This is an optimization exercise on Yosys and OpenROAD, whose aim is small area, not a production implementation.
Only simulation tests tie the RTL to the original design; equivalence was not proved.
No activity file was given, so power comes from the tool's default toggle rates.

==> run a: inputs <==
## morv_top
module morv_top (
    input logic clk,
    input logic rst_n,
    output logic [31:0] address,
    output logic [31:0] wdata,
    output logic write,
    output logic [3:0] wstrb,
    input logic [31:0] rdata,
    input logic ready,
    output logic exception
);
clock: 14.0 ns
lec_check: 0
cap_margin: 25
core_margin: 2
core_utilization: 55
cts_buf_list: sky130_fd_sc_hd__clkbuf_16
cts_cluster_diameter: 80
cts_cluster_size: 25
slew_margin: 25
synth_hierarchical: 1
run.sh (not shown) runs the stock make flow with config.mk's settings and CLKGATE_MAP_FILE= SYNTH_SCRIPT=/design/flow/synth_recipe.tcl, a recipe that flattens the netlist after the stock synthesis.
==> run b (differences from run a) <==
--- a/flow/design.v
+++ b/flow/design.v
@@ -37,12 +37,50 @@
 module morv_aoi222 (
     input  logic a1, a2, b1, b2, c1, c2,
     output logic y
 );
     assign y = ~((a1 & a2) | (b1 & b2) | (c1 & c2));
 endmodule
+module morv_aoi22 (
+    input  logic a1, a2, b1, b2,
+    output logic y
+);
+    assign y = ~((a1 & a2) | (b1 & b2));
+endmodule
+module morv_ao #(parameter int N = 3, parameter bit O = 1'b0) (
+    input  logic [N-1:0] s,
+    input  logic [N-1:0] d,
+    input  logic         o,
+    output logic         y
+);
+    localparam int G = N / 3;
+    localparam int R = N % 3;
+    localparam int T = G + ((R > 0) ? 1 : 0);
+    logic [T-1:0] t;
+    genvar k;
+    generate
+        for (k = 0; k < G; k++) begin : g_aoi
+            morv_aoi222 u_aoi (
+                .a1(s[3*k]), .a2(d[3*k]), .b1(s[3*k+1]), .b2(d[3*k+1]),
+                .c1(s[3*k+2]), .c2(d[3*k+2]), .y(t[k])
+            );
+        end
+        if (R == 2) begin : g_r2
+            assign t[G] = ~((s[N-2] & d[N-2]) | (s[N-1] & d[N-1]));
+        end else if (R == 1) begin : g_r1
+            assign t[G] = ~(s[N-1] & d[N-1]);
+        end
+    endgenerate
+    assign y = O ? (o | ~&t) : ~&t;
+endmodule
+module morv_hold (
+    input  logic e, h, d, q,
+    output logic y
+);
+    assign y = (e & d) | (h & q);
+endmodule
 module morv_mux2i (
     input  logic a, b, s,
     output logic y
 );
     assign y = ~(s ? b : a);
 endmodule
@@ -160,14 +198,22 @@
     input logic ready,
     output logic exception
 );
     logic [31:1] pc_q;
     logic [31:0] ir;
     wire  [31:0] pc = {pc_q, 1'b0};
+    wire ready_n = ~ready;
+    logic [31:0] ir_d;
+    genvar gi;
+    generate
+        for (gi = 0; gi < 32; gi++) begin : g_ir
+            morv_hold u_h (.e(ready), .h(ready_n), .d(rdata[gi]), .q(ir[gi]), .y(ir_d[gi]));
+        end
+    endgenerate
     always_ff @(posedge clk)
-        if (ready) ir <= rdata;
+        ir <= ir_d;
     wire [6:0] opcode = ir[6:0];
     wire [4:0] rd     = ir[11:7];
     wire [2:0] funct3 = ir[14:12];
     wire [4:0] rs1    = ir[19:15];
     wire [4:0] rs2    = ir[24:20];
     wire [6:0] funct7 = ir[31:25];
@@ -194,14 +240,19 @@
     logic [31:0] rf_wdata;
     wire rf_wen = op_alu | op_load | op_lui | op_auipc | op_jal | op_jalr;
     genvar g, b;
     generate
         for (g = 1; g < 32; g++) begin : g_rf
             wire en = ~rst_n | (rf_wen & (rd == g));
+            wire hold = ~en;
+            logic [31:0] xd;
+            for (b = 0; b < 32; b++) begin : g_b
+                morv_hold u_h (.e(en), .h(hold), .d(rf_wdata[b]), .q(xreg[g][b]), .y(xd[b]));
+            end
             always_ff @(posedge clk)
-                if (en) xreg[g] <= rf_wdata;
+                xreg[g] <= xd;
         end
     endgenerate
     logic [31:1] sel1, sel2;
     always_comb
         for (int i = 1; i < 32; i++) begin
             sel1[i] = (rs1 == i) & ~op_lui;
@@ -249,52 +300,76 @@
     morv_rca #(.N(31)) u_pcadd (.a(pc_q), .b(imm_pc), .s(pc_t));
     wire [31:1] pc4 = {pc_q[31:2] + 30'd1, pc_q[1]};
     wire shl = funct3 == 3'b001;
     wire [31:0] sh_out;
     morv_shr u_shr (.a(rs1_data), .rev(shl), .n(op_b[4:0]), .y(sh_out));
     wire sh_ok = ~|op_b[31:5];
-    wire [1:0] la = add_r[1:0];
-    logic [31:0] ld_r;
-    always_comb begin
-        logic [7:0]  lb;
-        logic [15:0] lh;
-        case (la)
-            2'b00: lb = rdata[7:0];
-            2'b01: lb = rdata[15:8];
-            2'b10: lb = rdata[23:16];
-            default: lb = rdata[31:24];
-        endcase
-        lh = la[1] ? rdata[31:16] : rdata[15:0];
-        case (funct3)
-            3'b000: ld_r = {{24{lb[7]}}, lb};
-            3'b100: ld_r = {24'b0, lb};
-            3'b001: ld_r = la[0] ? 32'b0 : {{16{lh[15]}}, lh};
-            3'b101: ld_r = la[0] ? 32'b0 : {16'b0, lh};
-            3'b010: ld_r = rdata;
-            default: ld_r = 32'b0;
-        endcase
-    end
     wire alu_ok = op_alu & ~r_bad & ~i_bad & rst_n;
     wire w_add  = (alu_ok & (funct3 == 3'b000)) | (op_lui & rst_n);
     wire w_sh   = alu_ok & (funct3 == 3'b001 || funct3 == 3'b101) & sh_ok;
     wire w_srl  = w_sh & ~shl;
     wire w_sll  = w_sh & shl;
     wire w_slt  = alu_ok & (funct3 == 3'b010);
     wire w_sltu = alu_ok & (funct3 == 3'b011);
     wire w_p    = alu_ok & (funct3 == 3'b100 || funct3 == 3'b110);
     wire w_g    = alu_ok & (funct3 == 3'b110 || funct3 == 3'b111);
     wire w_ld   = op_load & rst_n;
     wire w_pct  = op_auipc & rst_n;
     wire w_pc4  = (op_jal | op_jalr) & rst_n;
+    wire [1:0] la = add_r[1:0];
+    wire ld_b = funct3[1:0] == 2'b00;            
+    wire ld_h = funct3[1:0] == 2'b01;            
+    wire ld_w = funct3 == 3'b010;                
+    wire ld_s = ~funct3[2];                      
+    logic bsign;
     always_comb
-        for (int i = 0; i < 32; i++)
-            rf_wdata[i] = (w_add & add_r[i]) | (w_srl & sh_out[i]) | (w_sll & sh_out[31 - i]) |
-                          (w_p & add_p[i]) | (w_g & add_g[i]) | (w_ld & ld_r[i]) |
-                          (w_pct & ((i == 0) ? 1'b0 : pc_t[i])) |
-                          (w_pc4 & ((i == 0) ? 1'b0 : pc4[i])) |
-                          ((i == 0) & ((w_slt & lt) | (w_sltu & ltu)));
+        case (la)
+            2'b00: bsign = rdata[7];
+            2'b01: bsign = rdata[15];
+            2'b10: bsign = rdata[23];
+            default: bsign = rdata[31];
+        endcase
+    wire hsign = la[1] ? rdata[31] : rdata[15];
+    wire l0 = w_ld & (ld_w | ((ld_b | ld_h) & (la == 2'd0)));
+    wire l1 = w_ld & ld_b & (la == 2'd1);
+    wire l2 = w_ld & (ld_b | ld_h) & (la == 2'd2);
+    wire l3 = w_ld & ld_b & (la == 2'd3);
+    wire h0 = w_ld & (ld_w | (ld_h & (la == 2'd0)));
+    wire h1 = w_ld & ld_h & (la == 2'd2);
+    wire u0 = w_ld & ld_w;
+    wire sgn8  = w_ld & ld_s & ld_b & bsign;
+    wire sgn16 = w_ld & ld_s & ((ld_b & bsign) | (ld_h & ~la[0] & hsign));
+    generate
+        for (b = 0; b < 32; b++) begin : g_wb
+            if (b == 0) begin : g_b0
+                morv_ao #(.N(11)) u_ao (
+                    .s({w_add, w_srl, w_sll, w_p, w_g, l0, l1, l2, l3, w_slt, w_sltu}),
+                    .d({add_r[b], sh_out[b], sh_out[31-b], add_p[b], add_g[b],
+                        rdata[b], rdata[b+8], rdata[b+16], rdata[b+24], lt, ltu}),
+                    .o(1'b0), .y(rf_wdata[b]));
+            end else if (b < 8) begin : g_lo
+                morv_ao #(.N(11)) u_ao (
+                    .s({w_add, w_srl, w_sll, w_p, w_g, l0, l1, l2, l3, w_pct, w_pc4}),
+                    .d({add_r[b], sh_out[b], sh_out[31-b], add_p[b], add_g[b],
+                        rdata[b], rdata[b+8], rdata[b+16], rdata[b+24], pc_t[b], pc4[b]}),
+                    .o(1'b0), .y(rf_wdata[b]));
+            end else if (b < 16) begin : g_mid
+                morv_ao #(.N(9), .O(1'b1)) u_ao (
+                    .s({w_add, w_srl, w_sll, w_p, w_g, h0, h1, w_pct, w_pc4}),
+                    .d({add_r[b], sh_out[b], sh_out[31-b], add_p[b], add_g[b],
+                        rdata[b], rdata[b+16], pc_t[b], pc4[b]}),
+                    .o(sgn8), .y(rf_wdata[b]));
+            end else begin : g_hi
+                morv_ao #(.N(8), .O(1'b1)) u_ao (
+                    .s({w_add, w_srl, w_sll, w_p, w_g, u0, w_pct, w_pc4}),
+                    .d({add_r[b], sh_out[b], sh_out[31-b], add_p[b], add_g[b],
+                        rdata[b], pc_t[b], pc4[b]}),
+                    .o(sgn16), .y(rf_wdata[b]));
+            end
+        end
+    endgenerate
     wire mem = op_load | op_store;
     assign address = mem ? add_r : pc;
     assign write   = op_store;
     assign wdata   = op_store ? rs2_data : 32'b0;
     always_comb begin
         wstrb = 4'b0000;
==> flow/flow/run.sh (new file) <==
#!/bin/bash
# The standard layout (standard.sh), with three changes made through ORFS's
# own environment variables:
#  - port buffers use the smallest buffer cell instead of clkdlybuf4s50_1;
#  - clock tree synthesis inserts no dummy loads.
set -euo pipefail
export BUFFER_PORTS_ARGS="-buffer_cell sky130_fd_sc_hd__buf_1"
export CTS_ARGS="-sink_clustering_enable -repair_clock_nets -buf_list sky130_fd_sc_hd__clkbuf_16 -sink_clustering_size 25 -sink_clustering_max_diameter 80 -dont_use_dummy_load"
bash standard.sh > standard.log 2>&1
==> flow/standard.sh (new file) <==
#!/bin/bash
# synth_recipe.tcl (not shown) runs the flow's synth.tcl, then flattens the netlist and writes it again
# the make line also repeats each setting of config.mk as NAME=value (left out here)
make -C /OpenROAD-flow-scripts/flow DESIGN_CONFIG=/design/flow/config.mk WORK_HOME=/design/flow/orfs CLKGATE_MAP_FILE= SYNTH_SCRIPT=/design/flow/synth_recipe.tcl "${@:-finish}"
removed: flow/run.sh
==> comparison table <==
|  | run b | run a |
|---|---|---|
| Run status | timing/DRC/antenna clean | timing/DRC/antenna clean |
| Detail Placement HPWL | 150000 um | 138000 um |
| Fraction of area in multi-input gates | 51.2% | 34.0% |
| Area of the die | 0.0901 sq mm | 0.0932 sq mm |
| Antenna diode instance count | 21 | 5 |
| Crit path largest cell delay | 840 ps | 520 ps |
| Multi-input gate count | 3094 | 2148 |
| Worst slack on hold paths | 501 ps | 649 ps |
| Power Clock | 1.67 mW | 1.71 mW |
| Clock latency at the later pin of the worst-skew pair | 730 ps | 710 ps |
| Core utilization of the finished layout | 61.4% | 61.7% |
| Avg Vias per Cell | 8.73 | 8.61 |
| Met2 usage in global routing | 70.5% | 64.5% |
| Number of tap instances | 1155 | 1176 |
| All-Layer GR Usage | 52.8% | 44.9% |
| Final-layout clock-cell area share | 2.44% | 2.67% |

separate check: timing with driven ports:
The results above use ideal ports. As a check the final layouts listed here were re-extracted and re-timed, cells and wires unchanged.
Step 1 sets driving cells, clkbuf_16 on the clock port and buf_2 on the other inputs (assumed; they add their load-dependent delay and slew).
Step 2 times the ports against the registers' clock, not the clock port: input delays grow and output delays shrink by t, the midpoint of the rising clock arrivals with the driver on.
Slacks: no drivers / after step 1 / after step 2; pairs: no drivers / after step 1.
run	shift t [ns]	slack for setup (ns)	hold WS [ns]
run a	0.728	1.536 / 1.536 / 1.536	0.649 / 0.649 / 0.649
run b	0.768	0.973 / 0.973 / 0.973	0.501 / 0.501 / 0.501
After both steps setup and hold are still met in every run listed.
